Context: an optimization exercise on an open-source flow, tuned for a short achievable clock period and few clock cycles. The choices shown serve that exercise and are no tape-out recipe.
In this exercise RTL edits were held to simulation tests only and were not proved equivalent to the original.
Power figures rest on the tool's default switching activity, not on a simulated workload.

==> inputs of v16 <==
// CPU
module CPU (
    input clk, reset,
    output wire [31:0] mem_addr,
    output wire        mem_wr,
    output wire [31:0] mem_wdata,
    input  wire [31:0] mem_rdata
);
    localparam RB = 4;       
    localparam BN = 16;      
    localparam K_NO = 3'd0, K_F = 3'd1, K_LD = 3'd2, K_SR = 3'd3, K_DM = 3'd4, K_EX = 3'd5;
    localparam PD_W = 14;
    localparam P_RS = 0, P_RT = 1, P_WD = 2, P_MEM = 3, P_SRAM = 4, P_DVC = 5, P_DIV = 6;
    function [PD_W-1:0] predec;
        input [31:0] w;
        reg [5:0] op, fn;
        reg isR, r_add, r_sub, r_and, r_slt, r_jr, r_brk, r_rte, r_sll, r_srl, r_sra, r_sllv, r_srav;
        reg r_div, r_mfhi, r_mflo, r_mult, r_divm, r_bad, i_known;
        reg i_load, i_st, wr_rd, wr_rt, i_br;
        begin
            op = w[31:26]; fn = w[5:0];
            isR    = op == 6'h00;
            r_add  = isR && fn == 6'h20;
            r_sub  = isR && fn == 6'h22;
            r_and  = isR && fn == 6'h24;
            r_slt  = isR && fn == 6'h2a;
            r_jr   = isR && fn == 6'h08;
            r_brk  = isR && fn == 6'h0d;
            r_rte  = isR && fn == 6'h13;
            r_sll  = isR && fn == 6'h00;
            r_srl  = isR && fn == 6'h02;
            r_sra  = isR && fn == 6'h03;
            r_sllv = isR && fn == 6'h04;
            r_srav = isR && fn == 6'h07;
            r_div  = isR && fn == 6'h1a;
            r_mfhi = isR && fn == 6'h10;
            r_mflo = isR && fn == 6'h12;
            r_mult = isR && fn == 6'h18;
            r_divm = isR && fn == 6'h05;
            i_load = op == 6'h20 || op == 6'h21 || op == 6'h23;
            i_st   = op == 6'h28 || op == 6'h29 || op == 6'h2b;
            i_br   = op == 6'h04 || op == 6'h05 || op == 6'h06 || op == 6'h07;
            i_known = isR || op == 6'h01 || op == 6'h02 || op == 6'h03 || i_br || op == 6'h08 ||
                      op == 6'h09 || op == 6'h0a || op == 6'h0f || i_load || i_st;
  ...
Settings: LEC_CHECK=0, CAP_MARGIN=20, CORE_MARGIN=2, CORE_UTILIZATION=30, PLACE_DENSITY=0.45, SLEW_MARGIN=20; clock period 14.0 ns.
standard.sh (not shown) runs the stock make flow with config.mk's settings and CLKGATE_MAP_FILE= SYNTH_SCRIPT=/design/flow/synth_recipe.tcl, a recipe that flattens the netlist after the stock synthesis.
==> flow/flow/run.sh <==
#!/bin/bash
set -euo pipefail
bash standard.sh SETUP_SLACK_MARGIN=9.5 finish > standard_flow.log 2>&1
==> v35 (differences from v16) <==
--- a/flow/design.v
+++ b/flow/design.v
@@ -77,24 +77,21 @@
     reg [2:0]      rn;
     reg            ofv, of_t;
     reg [31:0]     of_i, of_p;
     reg [PD_W-1:0] of_d;
     reg        bt_v [0:BN-1];
     reg [31:0] bt_pc [0:BN-1];
     reg [31:0] bt_tg [0:BN-1];
     reg [1:0]  epoch;            
-    reg        flip_r;           
     reg [31:0] fpc;
     reg        halted;
     reg        exc_req, exc_wait;
     reg [1:0]  exc_vec;          
     reg [31:0] HI, LO, EPC, MDR;
-    reg        exc_r;
-    reg [31:0] epc_c;
     reg        dctl;             
     reg [31:0] mu_addr, mu_data;
     reg        mu_byte;
     reg        dm_busy, dm_chk;
     reg [31:0] dm_pc;
     reg        dv_busy;
     reg [4:0]  dv_cnt;
     reg [31:0] dv_rem, dv_res, dv_by;
@@ -109,17 +106,16 @@
     reg        s_sum, s_and, s_lt, s_shl, s_shr, s_hi, s_lo, s_k;
     reg        x_ar, x_sram;
     reg        x_beq, x_bne, x_ble, x_bgt, x_jmp;
     reg        x_brk, x_bad, x_div, x_nz, x_divm;
     reg        x_ld, x_sw, x_smw, x_sb;
     reg [1:0]  x_lty;
     reg        x_wdv;            
     reg        x_pt, x_bt;       
-    reg        x_ph2, x_gt;      
     reg        bw_v, bw_tk;
     reg [31:0] bw_pc, bw_tg;
     reg        w_en;
     reg [31:0] w_dsel, w_res;
     reg [4:0]  w_dst;
     wire [31:0] rv [0:31];
     wire        we1, we2;
     wire [4:0]  wa2;
@@ -197,91 +193,80 @@
     function pend_r;
         input [4:0] r;
         pend_r = (pl0 && d0 == r) || (pl1 && d1 == r) || (xl && x_dst == r);
     endfunction
     function pend_w;
         input [4:0] r;
         pend_w = (pl0 && d0 == r) || (xl && x_dst == r);
     endfunction
-    wire jr_wait = r_jr && ((xv && x_wr && x_dst == rs) || (pl2 && d2 == rs));
-    wire hazard = (of_d[P_RS] && pend_r(rs)) || (of_d[P_RT] && pend_r(rt)) || (of_d[P_WD] && pend_w(dst)) ||
-                  jr_wait;
+    wire hazard = (of_d[P_RS] && pend_r(rs)) || (of_d[P_RT] && pend_r(rt)) || (of_d[P_WD] && pend_w(dst));
     wire sr_01   = (k0 == K_SR) || (k1 == K_SR);
     wire mem_ok  = !sr_01 && !(xv && x_smw);
     wire mdr_ok  = !((pl0 && u0) || (pl1 && u1) || sr_01 || (xv && (x_ld || x_smw)));
     wire dv_last = dv_cnt == 5'd31;
     wire dv_ok   = !(dv_busy && !dv_last) && !(xv && x_div);
     wire dctl_e  = (xv && x_div) ? 1'b0 : dctl;
-    wire hv = ofv && !flip_r && !exc_req && !exc_wait && !halted && !dm_busy && !dm_chk && !(xv && x_divm);
+    wire hv = ofv && !exc_req && !exc_wait && !halted && !dm_busy && !dm_chk && !(xv && x_divm);
     wire ok = !hazard &&
               (!of_d[P_MEM] || mem_ok) &&
               (!of_d[P_SRAM] || mdr_ok) &&
               (!of_d[P_DVC] || dv_ok) &&
               (!of_d[P_DIV] || !dctl_e || rn != 3'd0);
-    wire [32:0] sum_c = {x_A, 1'b1} + {x_Bop, x_cin};
-    wire [31:0] sum = sum_c[32:1];
+    wire [31:0] sum = x_A + x_Bop + {31'd0, x_cin};
     wire ovf  = (x_A[31] == x_Bop[31]) && (sum[31] != x_A[31]);
     wire lt   = sum[31] ^ ovf;
     wire eq   = (x_A == x_B);
     wire gt   = !lt && !eq;
     wire [4:0]  sha = x_sram ? MDR[4:0] : x_sha;
     wire [31:0] shl = x_shv << sha;
     wire signed [32:0] shx = {x_ar & x_shv[31], x_shv};
     wire [32:0] shr_full = shx >>> sha;
     wire [31:0] shr = shr_full[31:0];
     wire [31:0] res = ({32{s_sum}} & sum) | ({32{s_and}} & (x_A & x_B)) | ({32{s_lt}} & {31'd0, lt}) |
                       ({32{s_shl}} & shl) | ({32{s_shr}} & shr) | ({32{s_hi}} & HI) |
                       ({32{s_lo}} & LO) | ({32{s_k}} & x_k);
     wire div0  = x_div && ((x_B == 32'd0) || x_nz);
     wire exc   = xv && ((x_ovx && ovf) || div0 || x_bad);
     wire [1:0] exc_v = x_bad ? 2'd0 : (x_div ? 2'd2 : 2'd1);
-    wire hold  = xv && (x_ble || x_bgt) && !x_ph2;
-    wire tk    = (x_beq && eq) || (x_bne && !eq) || (x_ble && !x_gt) || (x_bgt && x_gt) || x_jmp;
-    wire taken = xv && !hold && (tk != x_pt);    
+    wire tk    = (x_beq && eq) || (x_bne && !eq) || (x_ble && !gt) || (x_bgt && gt) || x_jmp;
+    wire taken = xv && (tk != x_pt);         
     wire halt  = xv && x_brk;
     wire dm_exc = dm_chk && (MDR == 32'd0);
     wire flip  = taken || halt || exc || dm_exc;
     assign we1 = xv && x_wr && !(x_ovw && ovf);
     function [31:0] opnd;
         input [4:0] r;
         opnd = (xv && x_wr && x_dst == r) ? res :
                (w_en && w_dst == r)       ? w_res :
                (pl2 && d2 == r)           ? wd2 : rv[r];
     endfunction
     assign A = opnd(rs);
     assign B = opnd(rt);
     assign wd1 = res;
-    wire go    = hv && ok && !hold;  
+    wire go    = hv && ok;           
     wire issue = go && !flip;
     wire ld_ret = (k2 == K_LD);
     assign we2 = ld_ret;
     assign wa2 = d2;
     assign wd2 = (y2 == 2'd0) ? mem_rdata : (y2 == 2'd1) ? {16'd0, mem_rdata[15:0]} : {24'd0, mem_rdata[7:0]};
-    wire push = (k2 == K_F) && (e2 == epoch) && !flip_r;
+    wire push = (k2 == K_F) && (e2 == epoch);
     wire in_j = push && (mem_rdata[31:27] == 5'b00001) && !t2;
     wire in_bk = push && (mem_rdata[31:28] == 4'b0001) && mem_rdata[15] && !t2;
     reg        bk_p;
     reg [31:0] bk_pc;
     reg [15:0] bk_off;
-    wire bkv = bk_p && !flip_r;
-    wire [30:0] bk_s = {bk_pc[31:2], 1'b1} + {{14{bk_off[15]}}, bk_off, 1'b1};
-    wire [31:0] bk_tgt = {bk_s[30:1], bk_pc[1:0]};
+    wire [31:0] bk_tgt = bk_pc + 32'd4 + {{14{bk_off[15]}}, bk_off, 2'b00};
     wire [31:0] p2_4 = p2 + 32'd4;
     wire [31:0] jt_a = {p2_4[31:28], mem_rdata[25:0], 2'b00};
     wire [31:0] jt_a4 = jt_a + 32'd4;
     wire [PD_W-1:0] in_d = predec(mem_rdata);
-    wire f0 = (k0 == K_F), f1 = (k1 == K_F), f2 = (k2 == K_F);
-    wire ge1 = ofv | f0 | f1 | f2;
-    wire ge2 = (ofv & (f0 | f1 | f2)) | (f0 & (f1 | f2)) | (f1 & f2);
-    wire ge3 = (ofv & f0 & (f1 | f2)) | (ofv & f1 & f2) | (f0 & f1 & f2);
-    wire ge4 = ofv & f0 & f1 & f2;
-    wire room = (rn == 3'd0) | ((rn == 3'd1) & !ge4) | ((rn == 3'd2) & !ge3) |
-                ((rn == 3'd3) & !ge2) | ((rn == 3'd4) & !ge1);
-    wire fetch_ok = !halted && !exc_req && !exc_wait && room;
+    wire [2:0] fly_f = {2'd0, k0 == K_F} + {2'd0, k1 == K_F} + {2'd0, k2 == K_F};
+    wire [3:0] held  = {1'b0, rn} + {3'd0, ofv} + {1'b0, fly_f};
+    wire fetch_ok = !halted && !exc_req && !exc_wait && (held < RB + 1);
     wire take = go || !ofv;                   
     wire rb_any = rn != 3'd0;
     wire mv = take && (rb_any || push);       
     integer i;
     always @(posedge clk or posedge reset) begin
         if (reset) begin
             rh <= 2'd0; rtl <= 2'd0; rn <= 3'd0;
             ofv <= 1'b0; of_t <= 1'b0; of_i <= 32'd0; of_p <= 32'd0; of_d <= {PD_W{1'b0}};
@@ -294,55 +279,48 @@
             end
             if (take) begin
                 if (rb_any) begin
                     of_i <= rb_i[rh]; of_p <= rb_p[rh]; of_t <= rb_t[rh]; of_d <= rb_d[rh];
                 end else begin
                     of_i <= mem_rdata; of_p <= p2; of_t <= t2 | in_j | in_bk; of_d <= in_d;
                 end
             end
-            if (flip_r) begin
+            if (flip) begin
                 ofv <= 1'b0;
                 rn <= 3'd0;
                 rh <= 2'd0; rtl <= 2'd0;
             end else begin
                 if (take) ofv <= rb_any || push;
                 rtl <= rtl + {1'b0, push};
                 rh  <= rh + {1'b0, mv};
                 rn  <= rn + {2'd0, push} - {2'd0, mv};
             end
         end
     end
     wire [31:0] pc4  = pc + 32'd4;
-    wire [30:0] bt_s = {pc[31:2], 1'b1} + {simm[29:0], 1'b1};
-    wire [31:0] btgt = {bt_s[30:1], pc[1:0]};
+    wire [31:0] btgt = pc4 + {simm[29:0], 2'b00};
     wire [31:0] jtgt = {pc4[31:28], I[25:0], 2'b00};
-    wire [31:0] A_jr = (w_en && w_dst == rs) ? w_res : rv[rs];
-    wire [31:0] tgt  = r_jr ? A_jr : r_rte ? EPC : (i_j | i_jal) ? jtgt : btgt;
+    wire [31:0] tgt  = r_jr ? A : r_rte ? EPC : (i_j | i_jal) ? jtgt : btgt;
     wire [31:0] nxt  = rb_i[rh];      
     always @(posedge clk or posedge reset) begin
         if (reset) begin
             xv <= 1'b0;
             x_pc <= 32'd0; x_A <= 32'd0; x_B <= 32'd0; x_Bop <= 32'd0; x_k <= 32'd0;
             x_tgt <= 32'd0; x_rtg <= 32'd0;
             x_cin <= 1'b0; x_dsel <= 32'd0; x_dst <= 5'd0; x_sha <= 5'd0; x_shv <= 32'd0;
             x_wr <= 1'b0; x_ovw <= 1'b0; x_ovx <= 1'b0;
             s_sum <= 1'b0; s_and <= 1'b0; s_lt <= 1'b0; s_shl <= 1'b0; s_shr <= 1'b0;
             s_hi <= 1'b0; s_lo <= 1'b0; s_k <= 1'b0;
             x_ar <= 1'b0; x_sram <= 1'b0;
             x_beq <= 1'b0; x_bne <= 1'b0; x_ble <= 1'b0; x_bgt <= 1'b0; x_jmp <= 1'b0;
             x_brk <= 1'b0; x_bad <= 1'b0; x_div <= 1'b0; x_nz <= 1'b0; x_divm <= 1'b0;
             x_ld <= 1'b0; x_sw <= 1'b0; x_smw <= 1'b0; x_sb <= 1'b0; x_lty <= 2'd0; x_wdv <= 1'b0;
             x_pt <= 1'b0; x_bt <= 1'b0;
-            x_ph2 <= 1'b0; x_gt <= 1'b0;
-        end else if (hold) begin
-            x_ph2 <= 1'b1;
-            x_gt <= gt;
         end else begin
-            x_ph2 <= 1'b0;
             xv <= issue;
             x_pc <= pc;
             x_A <= A;
             x_B <= B;
             if (r_sub | r_slt | i_ble | i_bgt)
                 x_Bop <= ~B;
             else if (i_slti)
                 x_Bop <= ~simm;
@@ -386,28 +364,18 @@
             x_wdv <= of_d[P_WD];
             x_pt  <= of_t;
             x_bt  <= of_d[13];
         end
     end
     wire sr_ret = (k2 == K_SR);
     wire [31:0] merged = mu_byte ? {mem_rdata[31:8], mu_data[7:0]} : {mem_rdata[31:16], mu_data[15:0]};
     wire x_mem = xv && (x_ld || x_sw || x_smw || x_divm);
-    reg        bhit;
-    reg [31:0] btgt_f;
-    integer bi;
-    always @(*) begin
-        bhit = 1'b0;
-        btgt_f = 32'd0;
-        for (bi = 0; bi < BN; bi = bi + 1)
-            if (bt_v[bi] && bt_pc[bi] == fpc) begin
-                bhit = 1'b1;
-                btgt_f = btgt_f | bt_tg[bi];
-            end
-    end
+    wire bhit = bt_v[fpc[5:2]] && (bt_pc[fpc[5:2]] == fpc);
+    wire [31:0] btgt_f = bt_tg[fpc[5:2]];
     wire [31:0] dv_a = dm_chk ? MDR : x_A;
     wire [31:0] dv_b = dm_chk ? MDR : x_B;
     wire dv_start = (xv && x_div && !div0) || (dm_chk && !dm_exc);
     reg [4:0] dv_z;
     integer z;
     always @(*) begin
         dv_z = 5'd31;
         for (z = 0; z < 32; z = z + 1)
@@ -430,17 +398,17 @@
         if (sr_ret)
             ba_o = mu_addr;
         else if (exc_req)
             ba_o = (exc_vec == 2'd0) ? 32'd253 : (exc_vec == 2'd1) ? 32'd254 : 32'd255;
         else if (x_mem)
             ba_o = x_divm ? x_B : sum;
         else if (in_j)
             ba_o = jt_a;
-        else if (bkv)
+        else if (bk_p)
             ba_o = bk_tgt;
         else
             ba_o = fpc;
     end
     integer j;
     always @(posedge clk or posedge reset) begin
         if (reset) begin
             ba <= 32'd0; bwr <= 1'b0; bwd <= 32'd0;
@@ -452,101 +420,95 @@
             u0 <= 1'b0; u1 <= 1'b0; u2 <= 1'b0;
             t0 <= 1'b0; t1 <= 1'b0; t2 <= 1'b0;
             bw_v <= 1'b0; bw_tk <= 1'b0; bw_pc <= 32'd0; bw_tg <= 32'd0;
             for (j = 0; j < BN; j = j + 1) begin
                 bt_v[j] <= 1'b0; bt_pc[j] <= 32'd0; bt_tg[j] <= 32'd0;
             end
             epoch <= 2'd0;
             bk_p <= 1'b0; bk_pc <= 32'd0; bk_off <= 16'd0;
-            flip_r <= 1'b0;
             fpc <= 32'd4;
             halted <= 1'b0;
             exc_req <= 1'b0; exc_wait <= 1'b0; exc_vec <= 2'd0;
             HI <= 32'd0; LO <= 32'd0; EPC <= 32'd0; MDR <= 32'd0;
-            exc_r <= 1'b0; epc_c <= 32'd0;
             dctl <= 1'b0;
             mu_addr <= 32'd0; mu_data <= 32'd0; mu_byte <= 1'b0;
             dm_busy <= 1'b0; dm_chk <= 1'b0; dm_pc <= 32'd0;
             dv_busy <= 1'b0; dv_cnt <= 5'd0; dv_rem <= 32'd0; dv_res <= 32'd0; dv_by <= 32'd0;
         end else begin
             k1 <= k0; k2 <= k1;
             e1 <= e0; e2 <= e1;
             p1 <= ba; p2 <= p1;
             d1 <= d0; d2 <= d1;
             y1 <= y0; y2 <= y1;
             u1 <= u0; u2 <= u1;
             t1 <= t0; t2 <= t1;
-            epoch <= epoch + {1'b0, flip_r | in_j | in_bk};
-            flip_r <= flip;
-            bk_p <= in_bk;
+            epoch <= epoch + {1'b0, flip | in_j | in_bk};
+            bk_p <= in_bk && !flip;
             bk_pc <= p2;
             bk_off <= mem_rdata[15:0];
             bwr <= 1'b0;
             k0 <= K_NO;
             u0 <= 1'b0;
             t0 <= 1'b0;
             ba <= redir ? x_rtg : ba_o;
             if (sr_ret) begin
                 bwr <= 1'b1; bwd <= merged;
                 if (in_j) fpc <= jt_a;
-                else if (bkv) fpc <= bk_tgt;
+                else if (bk_p) fpc <= bk_tgt;
             end else if (exc_req) begin
                 k0 <= K_EX;
                 exc_req <= 1'b0;
                 exc_wait <= 1'b1;
             end else if (x_mem) begin
                 if (x_divm) begin
                     k0 <= K_DM;
                 end else if (x_sw) begin
                     bwr <= 1'b1; bwd <= x_B;
                 end else if (x_smw) begin
                     k0 <= K_SR;
                 end else begin
                     k0 <= K_LD; d0 <= x_dst; y0 <= x_lty; u0 <= 1'b1;
                 end
                 if (in_j) fpc <= jt_a;
-                else if (bkv) fpc <= bk_tgt;
+                else if (bk_p) fpc <= bk_tgt;
             end else if (taken) begin
-                k0 <= K_F; e0 <= epoch + 2'd1 + {1'b0, in_j | in_bk};
+                k0 <= K_F; e0 <= epoch + 2'd1;
             end else if (in_j && fetch_ok) begin
-                k0 <= K_F; e0 <= epoch + 2'd1; fpc <= jt_a4;
+                k0 <= K_F; e0 <= epoch + {1'b0, !flip}; fpc <= jt_a4;
             end else if (in_j) begin
                 fpc <= jt_a;         
-            end else if (bkv && fetch_ok) begin
+            end else if (bk_p && fetch_ok) begin
                 k0 <= K_F; e0 <= epoch; fpc <= bk_tgt + 32'd4;
-            end else if (bkv) begin
+            end else if (bk_p) begin
                 fpc <= bk_tgt;
             end else if (fetch_ok) begin
-                k0 <= K_F; e0 <= epoch + {1'b0, flip_r}; t0 <= bhit;
+                k0 <= K_F; e0 <= epoch; t0 <= bhit;
                 fpc <= bhit ? btgt_f : fpc + 32'd4;
             end
             if (taken) fpc <= sr_ret ? x_rtg : x_rtg4;
-            bw_v  <= xv && !hold && x_bt && (tk || x_pt);
+            bw_v  <= xv && x_bt && (tk || x_pt);
             bw_tk <= tk;
             bw_pc <= x_pc;
             bw_tg <= x_tgt;
             if (bw_v) begin
                 bt_v[bw_pc[5:2]] <= bw_tk; bt_pc[bw_pc[5:2]] <= bw_pc; bt_tg[bw_pc[5:2]] <= bw_tg;
             end
             if (xv && x_smw) begin
                 mu_addr <= sum; mu_data <= x_B; mu_byte <= x_sb;
             end
             if (xv && x_sw) begin
                 MDR <= x_B;
                 u1 <= 1'b0; u2 <= 1'b0;
             end else if ((ld_ret && u2) || sr_ret || k2 == K_DM || k2 == K_EX) begin
                 MDR <= mem_rdata;
             end
-            if (exc) exc_req <= 1'b1;
-            if (xv) begin
-                exc_vec <= exc_v; epc_c <= x_pc;
+            if (exc) begin
+                exc_req <= 1'b1; exc_vec <= exc_v; EPC <= x_pc;
             end
-            exc_r <= exc;
-            if (exc_r) EPC <= epc_c;
             if (k2 == K_EX) begin
                 exc_wait <= 1'b0;
                 fpc <= {24'd0, mem_rdata[7:0]};
             end
             if (halt) halted <= 1'b1;
             if (xv && x_divm) begin
                 dm_busy <= 1'b1; dm_pc <= x_pc; dctl <= 1'b1;
             end
==> qor summary <==
|  | v16 | v35 |
|---|---|---|
| Switching pwr | 24,100 uW | 24,300 uW |
| NonClk Buf Share | 0.0358 | 0.0434 |
| Hold path endpoint | p2[25] | w_dsel[18] |
| Normalized max-slew margin | 0.141 | 0.139 |
| Leakage power total | 0.102 uW | 0.103 uW |
| Final clock period utilization by the worst path | 0.341 | 0.340 |
| Number of flip-flops and latches in the synthesized netlist | 3,542 | 3,506 |
| Global-route wire length before repair | 1,350,000 microns | 1,330,000 microns |
| Slowest Stage Delay on Critical Path | 0.66 ns | 0.54 ns |
| Post-Synth XOR/XNOR Area | 0.0376 | 0.0148 |
| Final instance count without filler cells | 26,700 | 26,200 |
| Count of routing violations after the opening detailed-route iteration | 22,000 | 22,800 |
| Slack of the worst reg-to-reg path | 9.23 ns | 9.24 ns |
| RR Endpoint | x_shv[23] | fpc[8] |
| Area of the core | 623,000 sq um | 611,000 sq um |
| Register area | 88,800 sq um | 87,900 sq um |
| Actual slew at the worst max-slew pin | 1.29 ns | 1.29 ns |
| Outcome | finished clean | finished clean |
| Number of nets in the layout | 18,200 | 18,000 |
Testbench counts of v16, summed over its fixed seeds: cycles 51,833.
Testbench counts of v35, summed over its fixed seeds: cycles 51,108.

-- separate check: timing with driven ports --
The flow's constraints put no driver on any port. The routed layouts listed below were extracted and timed again, unchanged, in two steps. Step 1, drivers: a clkbuf_16 drives clk and a buf_2 each remaining input, both assumed. Step 2, shift: input delay + t, output delay - t, t = (earliest + latest rising clock arrival at the registers) / 2. This alone moves slack from input paths to output paths. a / b / c = ideal ports / drivers / drivers and shift; a / b = the first two.
| run | t, ns | slack for setup (ns) | clock arrival spread, ns | worst data-port slew with drivers (ns) |
|---|---|---|---|---|
| v16 | 1.165 | 9.231 / 9.231 / 8.398 | 0.142 / 0.141 | 0.10 |
| v35 | 1.170 | 9.240 / 9.240 / 8.203 | 0.120 / 0.120 | 0.10 |
After both steps setup and hold are still met in every run listed. For v35, which loses most, drivers alone change the setup slack by 0.000 ns; drivers and shift together by -1.037 ns.
